This is an optimization exercise on Yosys and OpenROAD, whose aim is small area and a short achievable clock period, not a production implementation. Where RTL was checked, it was by simulation tests only, not by an equivalence proof against the original. The RTL of runs 1 and 4 was laid out without a check of its function.

==> flow/design.v (outline; a module is shown in full before it is edited, if it fits) <==
// module mult32: 73 lines
// module mul24: 1547 lines
// module fa_cell: 4 lines
// module han_cell: 4 lines
// module add_pre: 14 lines
// module adder32: 90 lines
// module PE: 31 lines
module PE (input [31:0] x, input [31:0] w, input [31:0] acc, output reg [31:0] res, input clk, output reg [31:0] wout);
  // ...
==> flow/run.sh <==
#!/bin/bash
# synth_recipe.tcl (not shown) runs the flow's synth.tcl, then flattens the netlist and writes it again
# the make line also repeats each setting of config.mk as NAME=value (left out here)
make -C /OpenROAD-flow-scripts/flow DESIGN_CONFIG=/design/flow/config.mk WORK_HOME=/design/flow/orfs CLKGATE_MAP_FILE= SYNTH_SCRIPT=/design/flow/synth_recipe.tcl finish
==> flow/config.mk <==
export PLATFORM = sky130hd
export DESIGN_NAME = PE
export DESIGN_NICKNAME = PE
export VERILOG_FILES = /design/flow/design.v
export SDC_FILE = /design/flow/constraint.sdc
export NUM_CORES = 4
export LEC_CHECK = 0
export CAP_MARGIN = 20
export CORE_MARGIN = 2
export CORE_UTILIZATION = 40
export SLEW_MARGIN = 20
export SYNTH_HIERARCHICAL = 1
export SYNTH_MINIMUM_KEEP_SIZE = 0
==> flow/constraint.sdc <==
create_clock -name core_clock -period 18.0 [get_ports {clk}]
set_input_delay 3.6000 -clock core_clock [delete_from_list [all_inputs] [get_ports {clk}]]
set_output_delay 3.6000 -clock core_clock [all_outputs]
set_load 0.01 [all_outputs]
==> key figures, run 1 <==
Layout
  • Commonest non-fill, non-tap cells in the layout: nand2_1, fa_1, inv_1
  • Non-clock buffer share: about 5.2%
  • Nets: between 5000 and 6000
  • Commonest non-fill, non-tap cell in the layout: nand2_1
  • Seq cells: approximately 170
  • Design Area, Final: 41950 um^2

Detailed routing
  • Vias per cell: about 6.1
  • Metal2 WL: about 65000 um
  • DRT iter0 DRCs: 3917
  • Post-route DRC: 0
  • Drt total wl: approximately 140000 um
  • Met1 WL: between 60000 and 70000 um
  • Routed Antenna Nets: 0

Placement
  • Post-DP HPWL: roughly 110000 um

Setup path
  • Slowest cell on the critical path: dfxtp_4
  • Critical path type: flip-flop to flip-flop
  • Critical Path Start Type: flip-flop
  • FF-to-FF setup slack: a little over 7 ns
  • Crit-path max cell delay: 0.94 ns
  • RR Endpoint: res[17]

Synth
  • Syn_area_per_cell: 8.228 um^2

STA
  • Rel. slew slack: 24.85%
  • Final Cycle Share: 60.75%
  • Final Hold Violating Endpoints: 0
  • Setup TNS: 0 ns

Run status
  • Status: finished clean

Min path
  • HP Class: flip-flop to flip-flop

CTS
  • Root buffer cell: clkbuf_16
==> module mult32, before the edit <==
module mult32 (input [31:0] a, input [31:0] b,
               output        zs,      
               output [7:0]  ze,      
               output [22:0] zf,      
               output        zzero,   
               output        zinf,    
               output        znan,    
               output [7:0]  ec0,     
               output [7:0]  ec1,     
               output [7:0]  ec2,     
               output [1:0]  k);
  wire       s  = a[31] ^ b[31];
  wire [7:0] ea = a[30:23];
  wire [7:0] eb = b[30:23];
  wire       fa_nz = |a[22:0];
  wire       fb_nz = |b[22:0];
  wire       a_max = &ea;
  wire       b_max = &eb;
  wire       a_nan = a_max & fa_nz;
  wire       b_nan = b_max & fb_nz;
  wire       a_zero = ~|ea & ~fa_nz;
  wire       b_zero = ~|eb & ~fb_nz;
  wire [47:0] ps, pc;
  mul24 u_mul (.a({1'b1, a[22:0]}), .b({1'b1, b[22:0]}), .s(ps), .c(pc));
  wire [47:0] p = ps + pc;
  wire        hi = p[47];
  wire        g  = p[23];
  wire        r  = p[22];
  reg  [4:0]  tza, tzb;
  integer i;
  always @* begin
    tza = 5'd23;
    tzb = 5'd23;
    for (i = 22; i >= 0; i = i - 1) begin
      if (a[i]) tza = i[4:0];
      if (b[i]) tzb = i[4:0];
    end
  end
  wire [5:0]  tz = {1'b0, tza} + {1'b0, tzb};
  wire        st = tz < 6'd22;
  wire        inc_hi = g & (r | st | p[24]);
  wire        inc_lo = g & (r | st);
  wire [22:0] f_hi = p[46:24] + {22'd0, inc_hi};
  wire [22:0] f_lo = {p[45:24], inc_lo};
  wire        ec_hi = inc_hi & (p[46:24] == 23'h7ffffe);
  wire        ec_lo = inc_lo & (p[46:24] == 23'h7fffff);
  wire        ec = hi ? ec_hi : ec_lo;
  wire [8:0]  e2 = {1'b0, ea} + {1'b0, eb};
  wire [9:0]  tm = {1'b0, e2} - 10'd1;
  wire [9:0]  t0 = {1'b0, e2};
  wire [9:0]  tp = {1'b0, e2} + 10'd1;
  wire        uf_m = tm[9] | (tm < 10'd127);
  wire        uf_0 = t0 < 10'd127;
  wire        uf_p = tp < 10'd127;
  wire        of_m = ~tm[9] & (tm > 10'd380);
  wire        of_0 = t0 > 10'd380;
  wire        of_p = tp > 10'd380;
  assign k   = {1'b0, hi} + {1'b0, ec};
  wire        uf = (k == 2'd0) ? uf_m : (k == 2'd1) ? uf_0 : uf_p;
  wire        of = (k == 2'd0) ? of_m : (k == 2'd1) ? of_0 : of_p;
  assign ec0 = tm[7:0] + 8'd130;
  assign ec1 = t0[7:0] + 8'd130;
  assign ec2 = tp[7:0] + 8'd130;
  wire        in_nan = a_nan | b_nan | (a_max & b_zero) | (b_max & a_zero);
  wire        in_inf = a_max | b_max;
  wire        in_zero = a_zero | b_zero;
  assign znan  = in_nan;
  assign zinf  = ~in_nan & (in_inf | (~in_zero & ~uf & of));
  assign zzero = ~in_nan & ~in_inf & (in_zero | uf);
  assign zs = in_nan | (s & ~(~in_inf & ~in_zero & uf));
  assign ze = (k == 2'd0) ? ec0 : (k == 2'd1) ? ec1 : ec2;
  assign zf = hi ? f_hi : f_lo;
endmodule
==> module add_pre, before the edit <==
module add_pre (input [7:0] ec0, input [7:0] ec1, input [7:0] ec2, input [1:0] k,
                input [7:0] eb, output xa, output [7:0] d);
  wire [8:0] ab0 = {1'b0, ec0} - {1'b0, eb};
  wire [8:0] ab1 = {1'b0, ec1} - {1'b0, eb};
  wire [8:0] ab2 = {1'b0, ec2} - {1'b0, eb};
  wire [8:0] ba0 = {1'b0, eb} - {1'b0, ec0};
  wire [8:0] ba1 = {1'b0, eb} - {1'b0, ec1};
  wire [8:0] ba2 = {1'b0, eb} - {1'b0, ec2};
  wire [7:0] d0 = ab0[8] ? ba0[7:0] : ab0[7:0];
  wire [7:0] d1 = ab1[8] ? ba1[7:0] : ab1[7:0];
  wire [7:0] d2 = ab2[8] ? ba2[7:0] : ab2[7:0];
  assign xa = (k == 2'd0) ? ~ab0[8] : (k == 2'd1) ? ~ab1[8] : ~ab2[8];
  assign d  = (k == 2'd0) ? d0 : (k == 2'd1) ? d1 : d2;
endmodule
==> module PE, before the edit <==
module PE (input [31:0] x, input [31:0] w, input [31:0] acc, output reg [31:0] res, input clk, output reg [31:0] wout);
  reg  [31:0] x_q;
  reg  [31:0] acc_q;
  reg         ps_q, pzero_q, pinf_q, pnan_q, xa_q;
  reg  [7:0]  pe_q, d_q;
  reg  [22:0] pf_q;
  wire        ps, pzero, pinf, pnan, xa;
  wire [7:0]  pe, d, ec0, ec1, ec2;
  wire [22:0] pf;
  wire [1:0]  k;
  wire [31:0] sum;
  mult32 m1 (.a(x_q), .b(wout), .zs(ps), .ze(pe), .zf(pf), .zzero(pzero), .zinf(pinf),
             .znan(pnan), .ec0(ec0), .ec1(ec1), .ec2(ec2), .k(k));
  add_pre p1 (.ec0(ec0), .ec1(ec1), .ec2(ec2), .k(k), .eb(acc[30:23]), .xa(xa), .d(d));
  adder32 a1 (.as(ps_q), .ae(pe_q), .af(pf_q), .a_zero(pzero_q), .a_inf(pinf_q), .a_nan(pnan_q),
              .b(acc_q), .xa(xa_q), .d(d_q), .z(sum));
  always @(posedge clk) begin
    x_q     <= x;
    wout    <= w;
    acc_q   <= acc;
    ps_q    <= ps;
    pe_q    <= pe;
    pf_q    <= pf;
    pzero_q <= pzero;
    pinf_q  <= pinf;
    pnan_q  <= pnan;
    xa_q    <= xa;
    d_q     <= d;
    res     <= sum;
  end
endmodule
==> inputs of run 2 (changes only) <==
--- a/flow/design.v
+++ b/flow/design.v
@@ -6,7 +6,5 @@
                output        zinf,    
                output        znan,    
-               output [7:0]  ec0,     
-               output [7:0]  ec1,     
-               output [7:0]  ec2,     
+               output [9:0]  f0,      
                output [1:0]  k);
   wire       s  = a[31] ^ b[31];
@@ -59,7 +57,8 @@
   wire        uf = (k == 2'd0) ? uf_m : (k == 2'd1) ? uf_0 : uf_p;
   wire        of = (k == 2'd0) ? of_m : (k == 2'd1) ? of_0 : of_p;
-  assign ec0 = tm[7:0] + 8'd130;
-  assign ec1 = t0[7:0] + 8'd130;
-  assign ec2 = tp[7:0] + 8'd130;
+  wire [7:0]  ec0 = tm[7:0] + 8'd130;
+  wire [7:0]  ec1 = t0[7:0] + 8'd130;
+  wire [7:0]  ec2 = tp[7:0] + 8'd130;
+  assign f0  = tm - 10'd126;
   wire        in_nan = a_nan | b_nan | (a_max & b_zero) | (b_max & a_zero);
   wire        in_inf = a_max | b_max;
@@ -1627,16 +1626,16 @@
   assign co = a | b;
 endmodule
-module add_pre (input [7:0] ec0, input [7:0] ec1, input [7:0] ec2, input [1:0] k,
-                input [7:0] eb, output xa, output [7:0] d);
-  wire [8:0] ab0 = {1'b0, ec0} - {1'b0, eb};
-  wire [8:0] ab1 = {1'b0, ec1} - {1'b0, eb};
-  wire [8:0] ab2 = {1'b0, ec2} - {1'b0, eb};
-  wire [8:0] ba0 = {1'b0, eb} - {1'b0, ec0};
-  wire [8:0] ba1 = {1'b0, eb} - {1'b0, ec1};
-  wire [8:0] ba2 = {1'b0, eb} - {1'b0, ec2};
-  wire [7:0] d0 = ab0[8] ? ba0[7:0] : ab0[7:0];
-  wire [7:0] d1 = ab1[8] ? ba1[7:0] : ab1[7:0];
-  wire [7:0] d2 = ab2[8] ? ba2[7:0] : ab2[7:0];
-  assign xa = (k == 2'd0) ? ~ab0[8] : (k == 2'd1) ? ~ab1[8] : ~ab2[8];
+module add_pre (input [9:0] f0, input [1:0] k, input [7:0] eb,
+                output xa, output [7:0] d);
+  wire [9:0] p0 = f0 - {2'b0, eb};
+  wire [9:0] n0 = {2'b0, eb} - f0;
+  wire [9:0] p1 = p0 + 10'd1;
+  wire [9:0] p2 = p0 + 10'd2;
+  wire [9:0] n1 = n0 - 10'd1;
+  wire [9:0] n2 = n0 - 10'd2;
+  wire [7:0] d0 = p0[9] ? n0[7:0] : p0[7:0];
+  wire [7:0] d1 = p1[9] ? n1[7:0] : p1[7:0];
+  wire [7:0] d2 = p2[9] ? n2[7:0] : p2[7:0];
+  assign xa = (k == 2'd0) ? ~p0[9] : (k == 2'd1) ? ~p1[9] : ~p2[9];
   assign d  = (k == 2'd0) ? d0 : (k == 2'd1) ? d1 : d2;
 endmodule
@@ -1738,11 +1737,12 @@
   reg  [22:0] pf_q;
   wire        ps, pzero, pinf, pnan, xa;
-  wire [7:0]  pe, d, ec0, ec1, ec2;
+  wire [7:0]  pe, d;
+  wire [9:0]  f0;
   wire [22:0] pf;
   wire [1:0]  k;
   wire [31:0] sum;
   mult32 m1 (.a(x_q), .b(wout), .zs(ps), .ze(pe), .zf(pf), .zzero(pzero), .zinf(pinf),
-             .znan(pnan), .ec0(ec0), .ec1(ec1), .ec2(ec2), .k(k));
-  add_pre p1 (.ec0(ec0), .ec1(ec1), .ec2(ec2), .k(k), .eb(acc[30:23]), .xa(xa), .d(d));
+             .znan(pnan), .f0(f0), .k(k));
+  add_pre p1 (.f0(f0), .k(k), .eb(acc[30:23]), .xa(xa), .d(d));
   adder32 a1 (.as(ps_q), .ae(pe_q), .af(pf_q), .a_zero(pzero_q), .a_inf(pinf_q), .a_nan(pnan_q),
               .b(acc_q), .xa(xa_q), .d(d_q), .z(sum));
==> flow/flow/run.sh (new file) <==
#!/bin/bash
# The standard layout, with repair_timing asked to keep a setup margin, so that
# the timing repair also works on paths that already meet the 18 ns clock.
set -euo pipefail
MARGIN=$(cat flow/margin.txt)
bash standard.sh SETUP_SLACK_MARGIN=$MARGIN finish > flow_make.log 2>&1
==> flow/flow/margin.txt (new file) <==
13
==> flow/standard.sh (new file) <==
#!/bin/bash
# synth_recipe.tcl (not shown) runs the flow's synth.tcl, then flattens the netlist and writes it again
# the make line also repeats each setting of config.mk as NAME=value (left out here)
make -C /OpenROAD-flow-scripts/flow DESIGN_CONFIG=/design/flow/config.mk WORK_HOME=/design/flow/orfs CLKGATE_MAP_FILE= SYNTH_SCRIPT=/design/flow/synth_recipe.tcl "${@:-finish}"
removed: flow/run.sh
==> key figures, run 2 <==
Run status
  • Status: finished clean (unchanged)

Layout
  • Nets: 6046 (was 5627)
  • # fillers: 8736 (was 9896)
  • Antenna diode count: 0 (was 1)
  • Area grow syn2layout: 30.04% (was 6.321%)
  • Layout Cells excl Fill: 6523 (was 6082)
  • Fraction of layout cells with a size suffix above 1: 26.15% (was 6.237%)
  • Commonest non-fill, non-tap cell in the layout: nand2_1 (unchanged)
  • Commonest non-fill, non-tap cells in the layout: nand2_1, fa_1, buf_4 (was nand2_1, fa_1, inv_1)

Detailed routing
  • Routed Antenna Nets: 0 (unchanged)
  • Vias per cell: 6.183 (was 6.081)
  • Total iterations of the first detailed-routing run: 6 (was 8)
  • WL/cell: 25.10 um (was 23.74 um)
  • Vias: 40330 (was 36983)
  • DRT iter0 DRCs: 4281 (was 3917)
  • Post-route DRC: 0 (unchanged)
  • Drt total wl: 163700 um (was 144400 um)

Synth
  • Cell area after synthesis: 38720 um^2 (was 39450 um^2)
  • Synth warn: 9 (unchanged)
  • Synthesized instance count: 4733 (was 4795)
  • Syn_area_per_cell: 8.180 um^2 (was 8.228 um^2)

GRT
  • Total Routing Usage GR: 32.09% (was 28.34%)
  • Met3 Use GR: 7.834% (was 3.434%)
  • Grt ovf: 0 (unchanged)
  • M1 GR Usage: 41.53% (was 39.14%)
  • Largest net degree at the start of global routing: 58 (was 72)
  • Global-route wire length before repair: 243500 um (was 223500 um)
  • GR Util met2: 49.93% (was 45.08%)
  • Vias in the first global route: 40048 (was 36854)
  • GRT Max-Usage Layer: met2 (unchanged)
  • Initial antenna violation count: 8 (was 3)

Setup path
  • FF-to-FF setup slack: 9.94 ns (was 7.06 ns)
  • Crit path DAT: 8.43 ns (was 11.33 ns)
  • Most used cell, CP: fa_2 (was a21oi_1)
  • Slowest cell on the critical path: or4_4 (was dfxtp_4)
  • Critical Path Start Type: flip-flop (unchanged)
  • FF-to-FF Start: wout[7] (was xa_q)
  • Crit end category: flip-flop (unchanged)
  • Crit-path max cell delay: 0.62 ns (was 0.94 ns)
  • Beginning of the critical path: wout[7] (was xa_q)
  • Critical path type: flip-flop to flip-flop (unchanged)
  • Critical path's top delay family: adder cells (was compound AO/OA/AOI/OAI gates)
  • RR Endpoint: d_q[1] (was res[17])
  • Req. time, crit path: 18.37 ns (was 18.39 ns)
  • R2R depth: 25 (was 39)
  • Crit Path Max Fanout: 10 (was 71)
  • Crit path buf inv count: 4 (was 5)

Min path
  • Worst Hold Depth: 2 (unchanged)
  • Hold path startpoint: pe_q[6] (unchanged)
  • Hold EP: res[29] (unchanged)
  • HP Class: flip-flop to flip-flop (unchanged)

STA
  • Final Cycle Share: 44.79% (was 60.75%)
  • Skew final: 0.03527 ns (was 0.02470 ns)
  • Max-slew violations: 0 (unchanged)
  • # setup viols final: 0 (unchanged)
  • Rel. slew slack: 30.09% (was 24.85%)
  • Setup TNS: 0 ns (unchanged)
  • Worst-margin pin slew: 1.041 ns (was 1.119 ns)
  • Crit path time final: 8.062 ns (was 10.94 ns)
  • Final Hold Violating Endpoints: 0 (unchanged)
  • Fmax achieved: 0.1240 GHz (was 0.09145 GHz)
  • Hold slack: 0.5840 ns (was 0.5780 ns)
  • Unrepaired setup endpoints after global routing: true (was false)

CTS
  • Clock sink count: 172 (unchanged)
  • CTS tree: built (unchanged)
  • Num CTS Buffers: 17 (unchanged)
  • # hold bufs at CTS: 0 (unchanged)
  • Clk slew on worst S/H paths: 0.11 ns (was 0.08 ns)
  • Root buffer cell: clkbuf_16 (unchanged)
  • # H-tree levels: 4 (unchanged)
  • Later-pin clock latency in the skew report: 0.51 ns (was 0.50 ns)
  • Clk buf depth: 2 (unchanged)

Placement
  • DP Cell Count: 5943 (was 6049)
  • Number of port buffers: 160 (unchanged)
  • Post-DP HPWL: 107600 um (was 111600 um)
  • Routability cong.: 1.006 (was 0.9881)

Die
  • Die area: 99290 um^2 (was 101200 um^2)
  • Row count: 114 (was 115)
  • Initial core utilization: 40.21% (was 40.20%)
  • I/O Pins: 161 (unchanged)
  • Die W: 315.1 um (was 318.1 um)
  • Die span in y: 315.1 um (was 318.1 um)
  • Core area: 96280 um^2 (was 98130 um^2)

Run
  • MaxCap Viol Count: 0 (unchanged)
==> run 2: timing repair <==
action	CTS	global route
hold endpoints to repair	0	0
buffers inserted	373	144
cloned	27	5
endpoints found under the setup margin	125	90
pin swaps	174	131
resized for setup	689	267
==> run 2: through the flow <==
| stage | setup slack, ns | area (um^2) | utilization, % |
|---|---|---|---|
| finish | 9.938 | 50350 | 52.29 |
| global route | 9.770 | 50350 | 52.29 |
| CTS | 10.03 | 48010 | 49.87 |
| detailed placement | 7.742 | 40870 | 42.45 |
| global placement | 7.929 | 40870 | 42.45 |
| floorplan | 10.35 | 39390 | - |
==> run 2: metal layers <==
layer,up-vias,routed length (um),share of wire [%]
met4,10,9492,5.8
met3,602,17960,11
met5,-,147,0.090
met2,2447,72340,44
li1,17402,-,-
met1,19869,63810,39
==> run 2: how the worst max path moves through the flow <==
stage,endpoint,cells after the start
floorplan,res[21],43
global placement,res[21],37
detailed placement,res[21],37
CTS,d_q[1],23
global route,d_q[1],24
finish,d_q[1],25
==> run 2: worst register-to-register path, cell delays in order, from the launching register on <==
cell and delay, ns:
dfxtp_4 0.40, buf_12 0.13, nand2_1 0.08, fa_2 0.40, fa_1 0.51, fa_2 0.61
fa_2 0.45, fa_2 0.38, fa_2 0.54, fa_1 0.44, inv_2 0.09, ha_4 0.24
o21ai_1 0.15, a21oi_1 0.09, o21a_1 0.11, a2111o_1 0.48, buf_4 0.20, a2111oi_4 0.36
o21ai_1 0.20, a21oi_4 0.20, nand4_1 0.19, or4_4 0.62, mux2i_4 0.29, inv_4 0.09
or3_4 0.39, a32o_2 0.29
==> run 2: final cells by class <==
cell class	instances	area (um^2)	share of cell area, %
clock inverter	11	118.9	0.2361
multi-input combinational	3895	35290	70.10
sequential	172	3638	7.227
timing repair buffer	736	7647	15.19
inverter	409	1578	3.134
timing repair inverter	4	26.28	0.05219
clock buffer	20	446.7	0.8872
tap	1276	1597	3.171
==> inputs of run 3 (changes only) <==
==> flow/flow/margin.txt (replaced) <==
11
==> key figures, run 3 <==
Setup path
  • FF-to-FF Start: x_q[19] (was wout[7])
  • Worst setup path end: pe_q[7] (was d_q[1])
  • Crit-path max cell delay: 0.55 ns (was 0.62 ns)
  • R2R depth: 28 (was 25)
  • Crit end category: flip-flop (unchanged)
  • Critical Path Start Type: flip-flop (unchanged)
  • FF-to-FF setup slack: 9.98 ns (was 9.94 ns)
  • Req. time, crit path: 18.37 ns (about the same)
  • Crit Path Max Fanout: 6 (was 10)
  • Critical path type: flip-flop to flip-flop (unchanged)
  • Slowest cell on the critical path: fa_2 (was or4_4)
  • Beginning of the critical path: x_q[19] (was wout[7])
  • RR Endpoint: pe_q[7] (was d_q[1])
  • Crit path DAT: 8.39 ns (was 8.43 ns)

Placement
  • Routability cong.: 1.001 (was 1.006)
  • Post-DP HPWL: 107200 um (was 107600 um)
  • Number of port buffers: 160 (unchanged)

STA
  • Setup TNS: 0 ns (unchanged)
  • # setup viols final: 0 (unchanged)
  • Crit path time final: 8.024 ns (was 8.062 ns)
  • Rel. slew slack: 30.48% (was 30.09%)
  • Fmax achieved: 0.1246 GHz (was 0.1240 GHz)
  • Final Cycle Share: 44.58% (was 44.79%)
  • Max-slew violations: 0 (unchanged)
  • Skew final: 0.03232 ns (was 0.03527 ns)
  • Final Hold Violating Endpoints: 0 (unchanged)
  • Worst-margin pin slew: 1.035 ns (was 1.041 ns)
  • Unrepaired setup endpoints after global routing: true (unchanged)

GRT
  • Grt ovf: 0 (unchanged)
  • Total Routing Usage GR: 31.32% (was 32.09%)
  • Largest net degree at the start of global routing: 58 (unchanged)
  • Vias in the first global route: 39090 (was 40048)
  • Global-route wire length before repair: 238000 um (was 243500 um)
  • Initial antenna violation count: 4 (was 8)

Run status
  • Status: finished clean (unchanged)

Die
  • Core area: 96280 um^2 (unchanged)
  • Die area: 99290 um^2 (unchanged)
  • Row count: 114 (unchanged)
  • I/O Pins: 161 (unchanged)
  • Initial core utilization: 40.21% (unchanged)
  • Die W: 315.1 um (unchanged)
  • Die span in y: 315.1 um (unchanged)

Detailed routing
  • WL/cell: 24.72 um (was 25.10 um)
  • Vias: 39378 (was 40330)
  • Total iterations of the first detailed-routing run: 8 (was 6)
  • Routed Antenna Nets: 0 (unchanged)
  • Vias per cell: 6.157 (was 6.183)
  • DRT iter0 DRCs: 4306 (was 4281)
  • Drt total wl: 158100 um (was 163700 um)
  • Post-route DRC: 0 (unchanged)

CTS
  • Clk slew on worst S/H paths: 0.09 ns (was 0.11 ns)
  • # hold bufs at CTS: 0 (unchanged)
  • CTS tree: built (unchanged)
  • Later-pin clock latency in the skew report: 0.50 ns (was 0.51 ns)
  • # H-tree levels: 4 (unchanged)
  • Num CTS Buffers: 17 (unchanged)
  • Clk buf depth: 2 (unchanged)
  • Root buffer cell: clkbuf_16 (unchanged)
  • Clock sink count: 172 (unchanged)

Layout
  • # fillers: 9057 (was 8736)
  • Nets: 5917 (was 6046)
  • Commonest non-fill, non-tap cells in the layout: nand2_1, fa_1, inv_1 (was nand2_1, fa_1, buf_4)
  • Util after Layout: 50.21% (was 52.29%)
  • Fraction of layout cells with a size suffix above 1: 22.56% (was 26.15%)
  • Commonest non-fill, non-tap cell in the layout: nand2_1 (unchanged)
  • Area grow syn2layout: 24.87% (was 30.04%)

Synth
  • Cell area after synthesis: 38720 um^2 (unchanged)
  • Synth warn: 9 (unchanged)
  • Synthesized instance count: 4733 (unchanged)
  • Syn_area_per_cell: 8.180 um^2 (unchanged)

Min path
  • HP Class: flip-flop to flip-flop (unchanged)

Run
  • MaxCap Viol Count: 0 (unchanged)
[run 3: worst max-delay path: cells and delay by family (launching register included)]
family          cells  cell delay, ns
xor+xnor            2            0.68
compound gates      3            0.71
mux                 1            0.19
simple gates        8            1.62
buf+inv             5            0.58
fa+ha+maj           9            3.70
flops               1            0.42
[run 3: repair_timing]
action | 4_1_cts | 5_1_grt
resized for setup | 452 | 228
setup buffers | 302 | 98
setup endpoints to repair | 75 | 75
gates cloned | 17 | 3
pin swaps | 128 | 137
[run 3: how the worst min path moves through the flow]
stage	from	to	slack, ns	depth (start not counted)
after floorplan	pnan_q	res[22]	0.47	2
after global placement	pnan_q	res[22]	0.57	2
after detailed placement	pnan_q	res[22]	0.57	2
after CTS	pnan_q	res[22]	0.59	2
after global routing	pe_q[0]	res[23]	0.61	2
final	pnan_q	res[22]	0.58	2
[run 3: area by class of cell]
type / instances / area, um^2 / area share [%]
diodes: 1 / 2.502 / 0.005176
clock buffers: 17 / 425.4 / 0.8799
clock inverters: 15 / 200.2 / 0.4141
inverters: 409 / 1578 / 3.263
multi-input cells: 3892 / 34730 / 71.84
flip-flops and latches: 172 / 3611 / 7.469
well taps: 1276 / 1597 / 3.302
repair buffers: 609 / 6171 / 12.76
repair inverters: 5 / 30.03 / 0.06211
[run 3: metrics by stage]
step | worst slack, ns | std cells | instance area (um^2) | hold WS [ns]
after detailed placement | 7.733 | 5943 | 40830 | 0.5704
final | 9.976 | 6396 | 48350 | 0.5838
after global routing | 9.711 | 6395 | 48340 | 0.6081
after floorplan | 10.35 | 4735 | 39350 | 0.4723
after global placement | 7.973 | 5943 | 40830 | 0.5652
after CTS | 10.14 | 6294 | 46520 | 0.5862
[run 3: metal layers]
layer	global-route usage, %	routed length, um
met1	41.09	62880
met2	48.27	70230
met3	7.999	16940
met4	14.48	7986
met5	0	43
==> module adder32, before the edit <==
module adder32 (input as, input [7:0] ae, input [22:0] af,
                input a_zero, input a_inf, input a_nan,
                input [31:0] b, input xa, input [7:0] d,
                output reg [31:0] z);
  wire        sb = b[31];
  wire [7:0]  eb = b[30:23];
  wire [22:0] bf = b[22:0];
  wire        fb_nz = |bf;
  wire        b_max = &eb;
  wire        b_zero = ~|eb & ~fb_nz;
  wire        sub = as ^ sb;
  wire        a_eq = {ae, af} == b[30:0];
  wire [7:0]  ex = xa ? ae : eb;
  wire [22:0] fx = xa ? af : bf;
  wire [22:0] fy = xa ? bf : af;
  wire        sx = xa ? as : sb;
  wire [26:0] mx  = {1'b1, fx, 3'b000};
  wire [26:0] my  = {1'b1, fy, 3'b000};
  wire [26:0] sh0 = ((|d[7:5]) | (d[4:0] > 5'd26)) ? 27'd0 : (my >> d[4:0]);
  wire [26:0] sh  = {sh0[26:1], sh0[0] | sh0[1]};
  wire [27:0] t   = sub ? ({1'b0, mx} - {1'b0, sh}) : ({1'b0, mx} + {1'b0, sh});
  wire        c   = t[27];
  wire        n1  = ~t[27] & ~t[26];
  wire [23:0] mf  = c ? t[27:4] : (n1 ? {t[25:4], t[2], 1'b0} : {t[26:4], t[2]});
  wire        gf  = c ? t[3] : t[2];
  wire        rf  = c ? t[2] : t[1];
  wire        stf = c ? (t[1] | t[0]) : t[0];
  wire        incf = gf & (rf | stf | mf[0]);
  wire [23:0] mrf = mf + {23'd0, incf};
  wire        ecf = incf & (mf == 24'hfffffe);
  wire [8:0]  exm = {1'b0, ex} - 9'd1;
  wire [8:0]  ex1 = {1'b0, ex} + 9'd1;
  wire [8:0]  ex2 = {1'b0, ex} + 9'd2;
  wire [1:0]  kf  = {1'b0, ~n1} + {1'b0, c} + {1'b0, ecf};
  wire [7:0]  ef  = (kf == 2'd0) ? exm[7:0] : (kf == 2'd1) ? ex : (kf == 2'd2) ? ex1[7:0] : ex2[7:0];
  wire        uff = (kf == 2'd0) ? (ex < 8'd2) : (kf == 2'd1) ? (ex == 8'd0) : 1'b0;
  wire        off = (kf == 2'd2) ? (ex == 8'd254) : (kf == 2'd3) ? (ex >= 8'd253) : 1'b0;
  wire [24:0] xn  = {1'b1, fx, 1'b0};
  wire [24:0] yn  = d[0] ? {2'b01, fy} : {1'b1, fy, 1'b0};
  wire [25:0] t1  = {1'b0, xn} - {1'b0, yn};
  wire [25:0] t2  = {1'b0, yn} - {1'b0, xn};
  wire        neg = t1[25];
  wire [24:0] tn  = neg ? t2[24:0] : t1[24:0];
  wire        sn  = neg ? (xa ? sb : as) : sx;
  wire [23:0] mn  = {tn[24:2], tn[0]};
  reg  [4:0]  lz;
  integer i;
  always @* begin
    lz = 5'd24;
    for (i = 0; i < 24; i = i + 1)
      if (mn[i]) lz = 5'd23 - i[4:0];
  end
  wire [23:0] mnn  = mn << lz;
  wire        lz0  = mn[23];
  wire [23:0] mn1  = mn + {23'd0, tn[0]};
  wire        ecn  = tn[0] & (mn == 24'hfffffe);
  wire [23:0] mrn  = lz0 ? mn1 : mnn;
  wire [8:0]  exl  = {1'b0, ex} - {4'd0, lz};
  wire [7:0]  en   = lz0 ? (ecn ? ex1[7:0] : ex) : exl[7:0];
  wire        ufn  = lz0 ? (ex == 8'd0) & ~ecn : exl[8] | (exl[7:0] == 8'd0);
  wire        ofn  = lz0 & ecn & (ex == 8'd254);
  wire        near = sub & ~|d[7:1];
  wire        sr = near ? sn : sx;
  wire [23:0] mr = near ? mrn : mrf;
  wire [7:0]  er = near ? en : ef;
  wire        uf = near ? ufn : uff;
  wire        of = near ? ofn : off;
  always @* begin
    if (a_nan | (b_max & fb_nz))
      z = 32'hffc00000;
    else if (a_inf)
      z = {as, 8'hff, 23'd0};
    else if (b_max)
      z = {sb, 8'hff, 23'd0};
    else if (a_zero & b_zero)
      z = {as & sb, 31'd0};
    else if (a_zero)
      z = b;
    else if (b_zero)
      z = {as, ae, af};
    else if (a_eq & sub)
      z = 32'd0;
    else if (uf)
      z = 32'd0;
    else if (of)
      z = {sr, 8'hff, 23'd0};
    else
      z = {sr, er, mr[22:0]};
  end
endmodule
==> inputs of run 4 (changes only) <==
--- a/flow/design.v
+++ b/flow/design.v
@@ -37,10 +37,22 @@
   wire [5:0]  tz = {1'b0, tza} + {1'b0, tzb};
   wire        st = tz < 6'd22;
+  wire [47:0] h = ps ^ pc;
+  wire [47:0] gg = ps & pc;
+  wire [47:0] q = h ^ {gg[46:0], 1'b0};
+  reg  [22:0] q_run;    
+  integer j;
+  always @* begin
+    q_run[0] = 1'b1;
+    for (j = 1; j < 23; j = j + 1)
+      q_run[j] = &(q[46:25] | ~({22{1'b1}} >> (22 - j)));
+  end
   wire        inc_hi = g & (r | st | p[24]);
   wire        inc_lo = g & (r | st);
-  wire [22:0] f_hi = p[46:24] + {22'd0, inc_hi};
+  wire [22:0] carry_hi = {23{inc_hi}} & ({q_run[21:0], 1'b1} & {{22{p[24]}}, 1'b1});
+  wire [22:0] f_hi = p[46:24] ^ carry_hi;
   wire [22:0] f_lo = {p[45:24], inc_lo};
-  wire        ec_hi = inc_hi & (p[46:24] == 23'h7ffffe);
-  wire        ec_lo = inc_lo & (p[46:24] == 23'h7fffff);
+  wire        ones_46_26 = &q[46:26];
+  wire        ec_hi = 1'b0;
+  wire        ec_lo = inc_lo & p[24] & q[25] & ones_46_26;
   wire        ec = hi ? ec_hi : ec_lo;
   wire [8:0]  e2 = {1'b0, ea} + {1'b0, eb};
@@ -1668,6 +1680,5 @@
   wire        stf = c ? (t[1] | t[0]) : t[0];
   wire        incf = gf & (rf | stf | mf[0]);
-  wire [23:0] mrf = mf + {23'd0, incf};
-  wire        ecf = incf & (mf == 24'hfffffe);
+  wire        ecf;
   wire [8:0]  exm = {1'b0, ex} - 9'd1;
   wire [8:0]  ex1 = {1'b0, ex} + 9'd1;
@@ -1694,14 +1705,16 @@
   wire [23:0] mnn  = mn << lz;
   wire        lz0  = mn[23];
-  wire [23:0] mn1  = mn + {23'd0, tn[0]};
-  wire        ecn  = tn[0] & (mn == 24'hfffffe);
-  wire [23:0] mrn  = lz0 ? mn1 : mnn;
   wire [8:0]  exl  = {1'b0, ex} - {4'd0, lz};
-  wire [7:0]  en   = lz0 ? (ecn ? ex1[7:0] : ex) : exl[7:0];
-  wire        ufn  = lz0 ? (ex == 8'd0) & ~ecn : exl[8] | (exl[7:0] == 8'd0);
-  wire        ofn  = lz0 & ecn & (ex == 8'd254);
+  wire [7:0]  en   = lz0 ? ex : exl[7:0];
+  wire        ufn  = lz0 ? (ex == 8'd0) : exl[8] | (exl[7:0] == 8'd0);
+  wire        ofn  = 1'b0;
   wire        near = sub & ~|d[7:1];
+  wire [23:0] mi  = near ? mn : mf;
+  wire        ii  = near ? tn[0] : incf;
+  wire [23:0] mi1 = mi + {23'd0, ii};
+  wire        eci = ii & (mi == 24'hfffffe);
+  assign ecf = eci;
   wire        sr = near ? sn : sx;
-  wire [23:0] mr = near ? mrn : mrf;
+  wire [23:0] mr = (near & ~lz0) ? mnn : mi1;
   wire [7:0]  er = near ? en : ef;
   wire        uf = near ? ufn : uff;
==> flow/flow/margin.txt (replaced) <==
10
==> key figures, run 4 <==
Setup path
  • Req. time, crit path: 18.42 ns (was 18.37 ns)
  • Crit path DAT: 8.58 ns (was 8.39 ns)
  • Crit end category: flip-flop (unchanged)
  • Crit-path max cell delay: 0.85 ns (was 0.55 ns)
  • Crit path buf inv count: 5 (unchanged)
  • Critical path's top delay family: compound AO/OA/AOI/OAI gates (was adder cells)
  • Critical path type: flip-flop to flip-flop (unchanged)
  • Crit Path Max Fanout: 7 (was 6)
  • Critical Path Start Type: flip-flop (unchanged)
  • Slowest cell on the critical path: o211ai_1 (was fa_2)

Detailed routing
  • Vias: 38039 (was 39378)
  • WL/cell: 25.19 um (was 24.72 um)
  • DRT iter0 DRCs: 4476 (was 4306)
  • Total iterations of the first detailed-routing run: 9 (was 8)
  • Vias per cell: 6.186 (was 6.157)
  • Post-route DRC: 0 (unchanged)
  • Routed Antenna Nets: 0 (unchanged)
  • Drt total wl: 154900 um (was 158100 um)

GRT
  • Global-route wire length before repair: 228200 um (was 238000 um)
  • Vias in the first global route: 36790 (was 39090)
  • Grt ovf: 0 (unchanged)
  • Largest net degree at the start of global routing: 51 (was 58)
  • Total Routing Usage GR: 30.58% (was 31.32%)
  • Initial antenna violation count: 1 (was 4)

Die
  • Die W: 312.1 um (was 315.1 um)
  • Initial core utilization: 40.16% (was 40.21%)
  • I/O Pins: 161 (unchanged)
  • Row count: 113 (was 114)
  • Die area: 97430 um^2 (was 99290 um^2)
  • Die span in y: 312.1 um (was 315.1 um)
  • Core area: 94590 um^2 (was 96280 um^2)

STA
  • Final Cycle Share: 45.34% (was 44.58%)
  • Rel. slew slack: 11.29% (was 30.48%)
  • Worst-margin pin slew: 1.321 ns (was 1.035 ns)
  • Setup TNS: 0 ns (unchanged)
  • Skew final: 0.02895 ns (was 0.03232 ns)
  • Final Hold Violating Endpoints: 0 (unchanged)
  • Max-slew violations: 0 (unchanged)
  • Unrepaired setup endpoints after global routing: true (unchanged)
  • # setup viols final: 0 (unchanged)
  • Crit path time final: 8.161 ns (was 8.024 ns)
  • Fmax achieved: 0.1225 GHz (was 0.1246 GHz)

Layout
  • Commonest non-fill, non-tap cell in the layout: nand2_1 (unchanged)
  • Util after Layout: 48.42% (was 50.21%)
  • Fraction of layout cells with a size suffix above 1: 18.24% (was 22.56%)
  • Nets: 5697 (was 5917)
  • Antenna diode count: 0 (was 1)
  • Design Area, Final: 45800 um^2 (was 48350 um^2)
  • Area grow syn2layout: 20.59% (was 24.87%)
  • Commonest non-fill, non-tap cells in the layout: nand2_1, fa_1, inv_1 (unchanged)

Synth
  • Synthesized instance count: 4569 (was 4733)
  • Cell area after synthesis: 37980 um^2 (was 38720 um^2)
  • Synth warn: 9 (unchanged)
  • Syn_area_per_cell: 8.313 um^2 (was 8.180 um^2)

Placement
  • Routability cong.: 1.051 (was 1.001)
  • Post-DP HPWL: 107100 um (was 107200 um)
  • Area after DPL: 39900 um^2 (was 40830 um^2)
  • Number of port buffers: 160 (unchanged)

CTS
  • Root buffer cell: clkbuf_16 (unchanged)
  • Clk buf depth: 2 (unchanged)
  • # H-tree levels: 4 (unchanged)
  • Num CTS Buffers: 17 (unchanged)
  • Clock sink count: 172 (unchanged)
  • Clk slew on worst S/H paths: 0.09 ns (about the same)
  • Later-pin clock latency in the skew report: 0.51 ns (was 0.50 ns)
  • CTS tree: built (unchanged)

Run status
  • Status: finished clean (unchanged)

Run
  • MaxCap Viol Count: 0 (unchanged)

Min path
  • HP Class: flip-flop to flip-flop (unchanged)
[run 4: layout make-up]
class                   count  area [um^2]
inverters                 429         1685
flip-flops and latches    172         3575
fillers                  8975        48790
clock buffers              17        425.4
multi-input cells        3723        32990
well taps                1265         1583
repair buffers            528         5388
clock inverters            15        153.9
[run 4: final timing paths]
check | end | slack (ns) | start | depth (start not counted)
max reg2reg | res[7] | 9.84 | xa_q | 35
min reg2reg | res[31] | 0.55 | ps_q | 2
max | res[7] | 9.84 | xa_q | 35
min | res[31] | 0.55 | ps_q | 2
[run 4: stage by stage]
step           instances  setup slack [ns]  hold WS [ns]
2_1_floorplan       4571             9.993        0.4769
3_3_place_gp        5803             7.521        0.5324
3_5_place_dp        5803             7.321        0.5352
4_1_cts             6075             9.978        0.5574
5_1_grt             6149             9.664        0.5968
6_report            6149             9.839        0.5453
[run 4: metal layers]
layer / global-route usage, % / wire [um] / vias up / share of wire [%]
li1: - / - / 16364 / -
met1: 40.20 / 60100 / 18477 / 39
met2: 46.49 / 66950 / 2594 / 43
met3: 7.963 / 18000 / 602 / 12
met4: 15.36 / 9851 / 2 / 6.4
met5: 0 / 14 / - / 0.0090
[run 4: what timing repair did]
action	in CTS	in global routing
resized for setup	326	238
hold buffers	0	0
buffers inserted	227	67
pin swaps	74	90
cloned	13	7
setup endpoints to repair	66	64
[run 4: tightest hold or removal path: stages (launching register included)]
cell      delay [ns]
dfxtp_1         0.35
o21ai_1         0.07
o311ai_1        0.08
==> inputs of run 5 (changes only) <==
--- a/flow/design.v
+++ b/flow/design.v
@@ -1638,6 +1638,16 @@
   assign co = a | b;
 endmodule
-module add_pre (input [9:0] f0, input [1:0] k, input [7:0] eb,
-                output xa, output [7:0] d);
+module add_pre (input as, input [7:0] ae, input [22:0] af,
+                input a_zero, input a_inf, input a_nan,
+                input [9:0] f0, input [1:0] k, input [31:0] b,
+                output sx, output sy, output [7:0] ex, output [22:0] fx,
+                output [22:0] fy, output [7:0] d,
+                output r_nan, output r_inf, output r_zz, output r_pass);
+  wire        sb = b[31];
+  wire [7:0]  eb = b[30:23];
+  wire [22:0] bf = b[22:0];
+  wire        fb_nz = |bf;
+  wire        b_max = &eb;
+  wire        b_zero = ~|eb & ~fb_nz;
   wire [9:0] p0 = f0 - {2'b0, eb};
   wire [9:0] n0 = {2'b0, eb} - f0;
@@ -1649,23 +1659,23 @@
   wire [7:0] d1 = p1[9] ? n1[7:0] : p1[7:0];
   wire [7:0] d2 = p2[9] ? n2[7:0] : p2[7:0];
-  assign xa = (k == 2'd0) ? ~p0[9] : (k == 2'd1) ? ~p1[9] : ~p2[9];
+  wire       xa = (k == 2'd0) ? ~p0[9] : (k == 2'd1) ? ~p1[9] : ~p2[9];
   assign d  = (k == 2'd0) ? d0 : (k == 2'd1) ? d1 : d2;
+  assign r_nan  = a_nan | (b_max & fb_nz);
+  assign r_inf  = ~r_nan & (a_inf | b_max);
+  assign r_zz   = ~r_nan & ~r_inf & a_zero & b_zero;
+  assign r_pass = ~r_nan & ~r_inf & (a_zero ^ b_zero);
+  wire       xs = a_inf | (~b_max & (b_zero | (~a_zero & xa)));
+  assign sx = xs ? as : sb;
+  assign sy = xs ? sb : as;
+  assign ex = xs ? ae : eb;
+  assign fx = xs ? af : bf;
+  assign fy = xs ? bf : af;
 endmodule
-module adder32 (input as, input [7:0] ae, input [22:0] af,
-                input a_zero, input a_inf, input a_nan,
-                input [31:0] b, input xa, input [7:0] d,
+module adder32 (input sx, input sy, input [7:0] ex, input [22:0] fx,
+                input [22:0] fy, input [7:0] d,
+                input r_nan, input r_inf, input r_zz, input r_pass,
                 output reg [31:0] z);
-  wire        sb = b[31];
-  wire [7:0]  eb = b[30:23];
-  wire [22:0] bf = b[22:0];
-  wire        fb_nz = |bf;
-  wire        b_max = &eb;
-  wire        b_zero = ~|eb & ~fb_nz;
-  wire        sub = as ^ sb;
-  wire        a_eq = {ae, af} == b[30:0];
-  wire [7:0]  ex = xa ? ae : eb;
-  wire [22:0] fx = xa ? af : bf;
-  wire [22:0] fy = xa ? bf : af;
-  wire        sx = xa ? as : sb;
+  wire        sub = sx ^ sy;
+  wire        a_eq = ~|d & (fx == fy);
   wire [26:0] mx  = {1'b1, fx, 3'b000};
   wire [26:0] my  = {1'b1, fy, 3'b000};
@@ -1684,8 +1694,13 @@
   wire [8:0]  ex1 = {1'b0, ex} + 9'd1;
   wire [8:0]  ex2 = {1'b0, ex} + 9'd2;
-  wire [1:0]  kf  = {1'b0, ~n1} + {1'b0, c} + {1'b0, ecf};
-  wire [7:0]  ef  = (kf == 2'd0) ? exm[7:0] : (kf == 2'd1) ? ex : (kf == 2'd2) ? ex1[7:0] : ex2[7:0];
-  wire        uff = (kf == 2'd0) ? (ex < 8'd2) : (kf == 2'd1) ? (ex == 8'd0) : 1'b0;
-  wire        off = (kf == 2'd2) ? (ex == 8'd254) : (kf == 2'd3) ? (ex >= 8'd253) : 1'b0;
+  wire [7:0]  ef0 = c ? ex1[7:0] : (n1 ? exm[7:0] : ex);
+  wire [7:0]  ef1 = c ? ex2[7:0] : (n1 ? ex : ex1[7:0]);
+  wire        uf0 = ~c & (n1 ? (ex < 8'd2) : (ex == 8'd0));
+  wire        uf1 = ~c & n1 & (ex == 8'd0);
+  wire        of0 = c & (ex == 8'd254);
+  wire        of1 = c ? (ex >= 8'd253) : (~n1 & (ex == 8'd254));
+  wire [7:0]  ef  = ecf ? ef1 : ef0;
+  wire        uff = ecf ? uf1 : uf0;
+  wire        off = ecf ? of1 : of0;
   wire [24:0] xn  = {1'b1, fx, 1'b0};
   wire [24:0] yn  = d[0] ? {2'b01, fy} : {1'b1, fy, 1'b0};
@@ -1694,18 +1709,30 @@
   wire        neg = t1[25];
   wire [24:0] tn  = neg ? t2[24:0] : t1[24:0];
-  wire        sn  = neg ? (xa ? sb : as) : sx;
+  wire        sn  = neg ? sy : sx;
   wire [23:0] mn  = {tn[24:2], tn[0]};
-  reg  [4:0]  lz;
+  wire [23:0] m1  = {t1[24:2], t1[0]};
+  wire [23:0] m2  = {t2[24:2], t2[0]};
+  reg  [4:0]  lz1, lz2;
   integer i;
   always @* begin
-    lz = 5'd24;
-    for (i = 0; i < 24; i = i + 1)
-      if (mn[i]) lz = 5'd23 - i[4:0];
+    lz1 = 5'd24;
+    lz2 = 5'd24;
+    for (i = 0; i < 24; i = i + 1) begin
+      if (m1[i]) lz1 = 5'd23 - i[4:0];
+      if (m2[i]) lz2 = 5'd23 - i[4:0];
+    end
   end
+  wire [4:0]  lz   = neg ? lz2 : lz1;
   wire [23:0] mnn  = mn << lz;
   wire        lz0  = mn[23];
   wire [8:0]  exl  = {1'b0, ex} - {4'd0, lz};
   wire [7:0]  en   = lz0 ? ex : exl[7:0];
-  wire        ufn  = lz0 ? (ex == 8'd0) : exl[8] | (exl[7:0] == 8'd0);
+  reg  [23:0] topmask;
+  integer n;
+  always @* begin
+    for (n = 0; n < 24; n = n + 1)
+      topmask[n] = ({1'b0, ex} > (9'd23 - n));
+  end
+  wire        ufn  = ~|(mn & topmask) & ((|mn) | (ex < 8'd25));
   wire        ofn  = 1'b0;
   wire        near = sub & ~|d[7:1];
@@ -1713,6 +1740,5 @@
   wire        ii  = near ? tn[0] : incf;
   wire [23:0] mi1 = mi + {23'd0, ii};
-  wire        eci = ii & (mi == 24'hfffffe);
-  assign ecf = eci;
+  assign ecf = incf & (mf == 24'hfffffe);
   wire        sr = near ? sn : sx;
   wire [23:0] mr = (near & ~lz0) ? mnn : mi1;
@@ -1721,16 +1747,12 @@
   wire        of = near ? ofn : off;
   always @* begin
-    if (a_nan | (b_max & fb_nz))
+    if (r_nan)
       z = 32'hffc00000;
-    else if (a_inf)
-      z = {as, 8'hff, 23'd0};
-    else if (b_max)
-      z = {sb, 8'hff, 23'd0};
-    else if (a_zero & b_zero)
-      z = {as & sb, 31'd0};
-    else if (a_zero)
-      z = b;
-    else if (b_zero)
-      z = {as, ae, af};
+    else if (r_inf)
+      z = {sx, 8'hff, 23'd0};
+    else if (r_zz)
+      z = {sx & sy, 31'd0};
+    else if (r_pass)
+      z = {sx, ex, fx};
     else if (a_eq & sub)
       z = 32'd0;
@@ -1745,31 +1767,36 @@
 module PE (input [31:0] x, input [31:0] w, input [31:0] acc, output reg [31:0] res, input clk, output reg [31:0] wout);
   reg  [31:0] x_q;
-  reg  [31:0] acc_q;
-  reg         ps_q, pzero_q, pinf_q, pnan_q, xa_q;
-  reg  [7:0]  pe_q, d_q;
-  reg  [22:0] pf_q;
-  wire        ps, pzero, pinf, pnan, xa;
-  wire [7:0]  pe, d;
-  wire [9:0]  f0;
+  reg         sx_q, sy_q, rnan_q, rinf_q, rzz_q, rpass_q;
+  reg  [7:0]  ex_q, d_q;
+  reg  [22:0] fx_q, fy_q;
+  wire        ps, pzero, pinf, pnan;
+  wire [7:0]  pe;
   wire [22:0] pf;
+  wire [9:0]  f0;
   wire [1:0]  k;
+  wire        sx, sy, rnan, rinf, rzz, rpass;
+  wire [7:0]  ex, d;
+  wire [22:0] fx, fy;
   wire [31:0] sum;
   mult32 m1 (.a(x_q), .b(wout), .zs(ps), .ze(pe), .zf(pf), .zzero(pzero), .zinf(pinf),
              .znan(pnan), .f0(f0), .k(k));
-  add_pre p1 (.f0(f0), .k(k), .eb(acc[30:23]), .xa(xa), .d(d));
-  adder32 a1 (.as(ps_q), .ae(pe_q), .af(pf_q), .a_zero(pzero_q), .a_inf(pinf_q), .a_nan(pnan_q),
-              .b(acc_q), .xa(xa_q), .d(d_q), .z(sum));
+  add_pre p1 (.as(ps), .ae(pe), .af(pf), .a_zero(pzero), .a_inf(pinf), .a_nan(pnan),
+              .f0(f0), .k(k), .b(acc), .sx(sx), .sy(sy), .ex(ex), .fx(fx), .fy(fy), .d(d),
+              .r_nan(rnan), .r_inf(rinf), .r_zz(rzz), .r_pass(rpass));
+  adder32 a1 (.sx(sx_q), .sy(sy_q), .ex(ex_q), .fx(fx_q), .fy(fy_q), .d(d_q),
+              .r_nan(rnan_q), .r_inf(rinf_q), .r_zz(rzz_q), .r_pass(rpass_q), .z(sum));
   always @(posedge clk) begin
     x_q     <= x;
     wout    <= w;
-    acc_q   <= acc;
-    ps_q    <= ps;
-    pe_q    <= pe;
-    pf_q    <= pf;
-    pzero_q <= pzero;
-    pinf_q  <= pinf;
-    pnan_q  <= pnan;
-    xa_q    <= xa;
+    sx_q    <= sx;
+    sy_q    <= sy;
+    ex_q    <= ex;
+    fx_q    <= fx;
+    fy_q    <= fy;
     d_q     <= d;
+    rnan_q  <= rnan;
+    rinf_q  <= rinf;
+    rzz_q   <= rzz;
+    rpass_q <= rpass;
     res     <= sum;
   end
==> flow/flow/margin.txt (replaced) <==
11
--- a/flow/config.mk
+++ b/flow/config.mk
@@ -8,5 +8,5 @@
 export CAP_MARGIN = 20
 export CORE_MARGIN = 2
-export CORE_UTILIZATION = 40
+export CORE_UTILIZATION = 60
 export SLEW_MARGIN = 20
 export SYNTH_HIERARCHICAL = 1
==> key figures, run 5 <==
Detailed routing
  • Total iterations of the first detailed-routing run: 8 (was 9)
  • DRT iter0 DRCs: 4800 (was 4476)
  • Routed Antenna Nets: 0 (unchanged)
  • Post-route DRC: 0 (unchanged)
  • Vias: 37684 (was 38039)
  • Drt total wl: 150200 um (was 154900 um)
  • Vias per cell: 6.631 (was 6.186)
  • WL/cell: 26.42 um (was 25.19 um)

Synth
  • Synthesized instance count: 4578 (was 4569)
  • Synth warn: 9 (unchanged)
  • Syn_area_per_cell: 8.267 um^2 (was 8.313 um^2)
  • Cell area after synthesis: 37850 um^2 (was 37980 um^2)

GRT
  • Vias in the first global route: 36574 (was 36790)
  • Grt ovf: 0 (unchanged)
  • Global-route wire length before repair: 217800 um (was 228200 um)
  • Largest net degree at the start of global routing: 47 (was 51)
  • Initial antenna violation count: 9 (was 1)
  • Total Routing Usage GR: 44.55% (was 30.58%)

STA
  • Crit path time final: 8.052 ns (was 8.161 ns)
  • Worst-margin pin slew: 1.029 ns (was 1.321 ns)
  • Skew final: 0.02429 ns (was 0.02895 ns)
  • Final WS setup: 9.948 ns (was 9.839 ns)
  • Max-slew violations: 0 (unchanged)
  • Setup TNS: 0 ns (unchanged)
  • # setup viols final: 0 (unchanged)
  • Fmax achieved: 0.1242 GHz (was 0.1225 GHz)
  • Unrepaired setup endpoints after global routing: true (unchanged)
  • Final Hold Violating Endpoints: 0 (unchanged)
  • Final Cycle Share: 44.74% (was 45.34%)
  • Rel. slew slack: 30.76% (was 11.29%)

Layout
  • Commonest non-fill, non-tap cells in the layout: nand2_1, fa_1, inv_1 (unchanged)
  • # fillers: 4895 (was 8975)
  • Commonest non-fill, non-tap cell in the layout: nand2_1 (unchanged)
  • Area of the multi-input gates: 32450 um^2 (was 32990 um^2)
  • Fraction of layout cells with a size suffix above 1: 15.31% (was 18.24%)
  • Biggest regs: res x32, wout x32, x_q x32
  • FF+latch area: 3435 um^2 (was 3575 um^2)
  • Nets: 5640 (was 5697)
  • Design Area, Final: 44250 um^2 (was 45800 um^2)
  • Area grow syn2layout: 16.92% (was 20.59%)

Placement
  • Number of port buffers: 160 (unchanged)
  • Area after DPL: 39660 um^2 (was 39900 um^2)
  • Post-DP HPWL: 102300 um (was 107100 um)
  • Routability cong.: 1.061 (was 1.051)
  • Worst slack, placed: 7.960 ns (was 7.321 ns)

CTS
  • # hold bufs at CTS: 0 (unchanged)
  • Root buffer cell: clkbuf_16 (unchanged)
  • Clk buf depth: 2 (unchanged)
  • Clock sink count: 164 (was 172)
  • Clk slew on worst S/H paths: 0.09 ns (about the same)
  • Num CTS Buffers: 17 (unchanged)
  • # H-tree levels: 4 (unchanged)
  • CTS tree: built (unchanged)
  • Later-pin clock latency in the skew report: 0.53 ns (was 0.51 ns)

Die
  • Row count: 92 (was 113)
  • Die W: 255.1 um (was 312.1 um)
  • Core area: 62740 um^2 (was 94590 um^2)
  • Initial core utilization: 60.33% (was 40.16%)
  • Die span in y: 255.1 um (was 312.1 um)
  • I/O Pins: 161 (unchanged)
  • Die area: 65100 um^2 (was 97430 um^2)

Setup path
  • Crit path DAT: 8.45 ns (was 8.58 ns)
  • Crit-path max cell delay: 0.61 ns (was 0.85 ns)
  • Critical path type: flip-flop to flip-flop (unchanged)
  • Crit end category: flip-flop (unchanged)
  • Critical Path Start Type: flip-flop (unchanged)
  • Slowest cell on the critical path: fa_1 (was o211ai_1)
  • FF-to-FF Start: wout[11] (was xa_q)
  • Req. time, crit path: 18.40 ns (was 18.42 ns)
  • Beginning of the critical path: wout[11] (was xa_q)
  • Crit Path Max Fanout: 15 (was 7)
  • Most used cell, CP: fa_1

Run
  • MaxCap Viol Count: 0 (unchanged)

Run status
  • Status: finished clean (unchanged)

Min path
  • Hold path startpoint: ex_q[7] (was ps_q)
  • HP Class: flip-flop to flip-flop (unchanged)
[run 5: cell type report]
type                    count  area share, %
clock buffers              17         0.9614
well taps                 846          2.392
flip-flops and latches    164          7.762
inverters                 400          3.438
clock inverters            15         0.4609
multi-input cells        3775          73.35
repair buffers            455          11.58
diodes                     11        0.06221
[run 5: routing by layer]
metal,share of wire (%),global-route usage (%),up-vias
met5,0.067,1.203,-
met4,7.3,27.74,4
met3,13,13.53,675
met2,43,67.01,2801
met1,36,55.98,18030
li1,-,-,16174
[run 5: timing repair]
action / in CTS / in global routing
setup endpoints to repair: 99 / 99
buffers inserted: 153 / 67
resized for setup: 172 / 145
pin swaps: 43 / 47
cloned: 12 / 15
[run 5: through the flow]
step / cells / hold WS, ns / util, %
3_5_place_dp: 5392 / 0.6459 / 63.21
4_1_cts: 5589 / 0.6404 / 68.09
6_report: 5683 / 0.6574 / 70.53
2_1_floorplan: 4580 / 0.4465 / -
5_1_grt: 5680 / 0.6675 / 70.52
3_3_place_gp: 5392 / 0.6533 / 63.21
[run 5: critical path, delay by kind of cell (launching register included)]
family / cells / cell delay [ns]
buf+inv: 5 / 0.63
simple gates: 10 / 1.59
mux: 2 / 0.61
flops: 1 / 0.58
fa+ha+maj: 8 / 3.93
compound gates: 3 / 0.55
[run 5: worst paths after layout]
| path | end | slack, ns | cells after the start |
|---|---|---|---|
| min | res[30] | 0.66 | 2 |
| max | fx_q[8] | 9.95 | 28 |
| min reg2reg | res[30] | 0.66 | 2 |
| max reg2reg | fx_q[8] | 9.95 | 28 |

-- port drivers added, routing unchanged --
In the flow no input, the clock included, has a driving cell. The finished layouts below were timed again as built, in two steps.
Step 1, drivers: a clkbuf_16 drives clk and a buf_2 each remaining input, both assumed.
Step 2 adds t to the input delays and takes it off the output delays; t is the mean of the earliest and latest rising clock arrival at the registers after step 1. Input paths then give back, and output paths get back, about the clock's delay inside the block.
Slacks: ideal / step 1 / step 2; pairs: ideal / step 1.
run	t (ns)	setup slack, ns	worst setup path at the end	latest minus earliest clock arrival (ns)	slew at the worst register clock pin (ns)
run 1	0.554	7.065 / 7.065 / 7.065	register to register	0.025 / 0.025	0.10 / 0.10
run 2	0.560	9.938 / 9.938 / 9.938	register to register	0.035 / 0.036	0.11 / 0.11
run 3	0.548	9.976 / 9.976 / 9.976	register to register	0.033 / 0.032	0.09 / 0.09
run 4	0.555	9.839 / 9.839 / 9.839	register to register	0.029 / 0.029	0.09 / 0.09
run 5	0.583	9.948 / 9.948 / 9.948	register to register	0.025 / 0.025	0.10 / 0.10
After both steps every run listed still meets setup and hold.
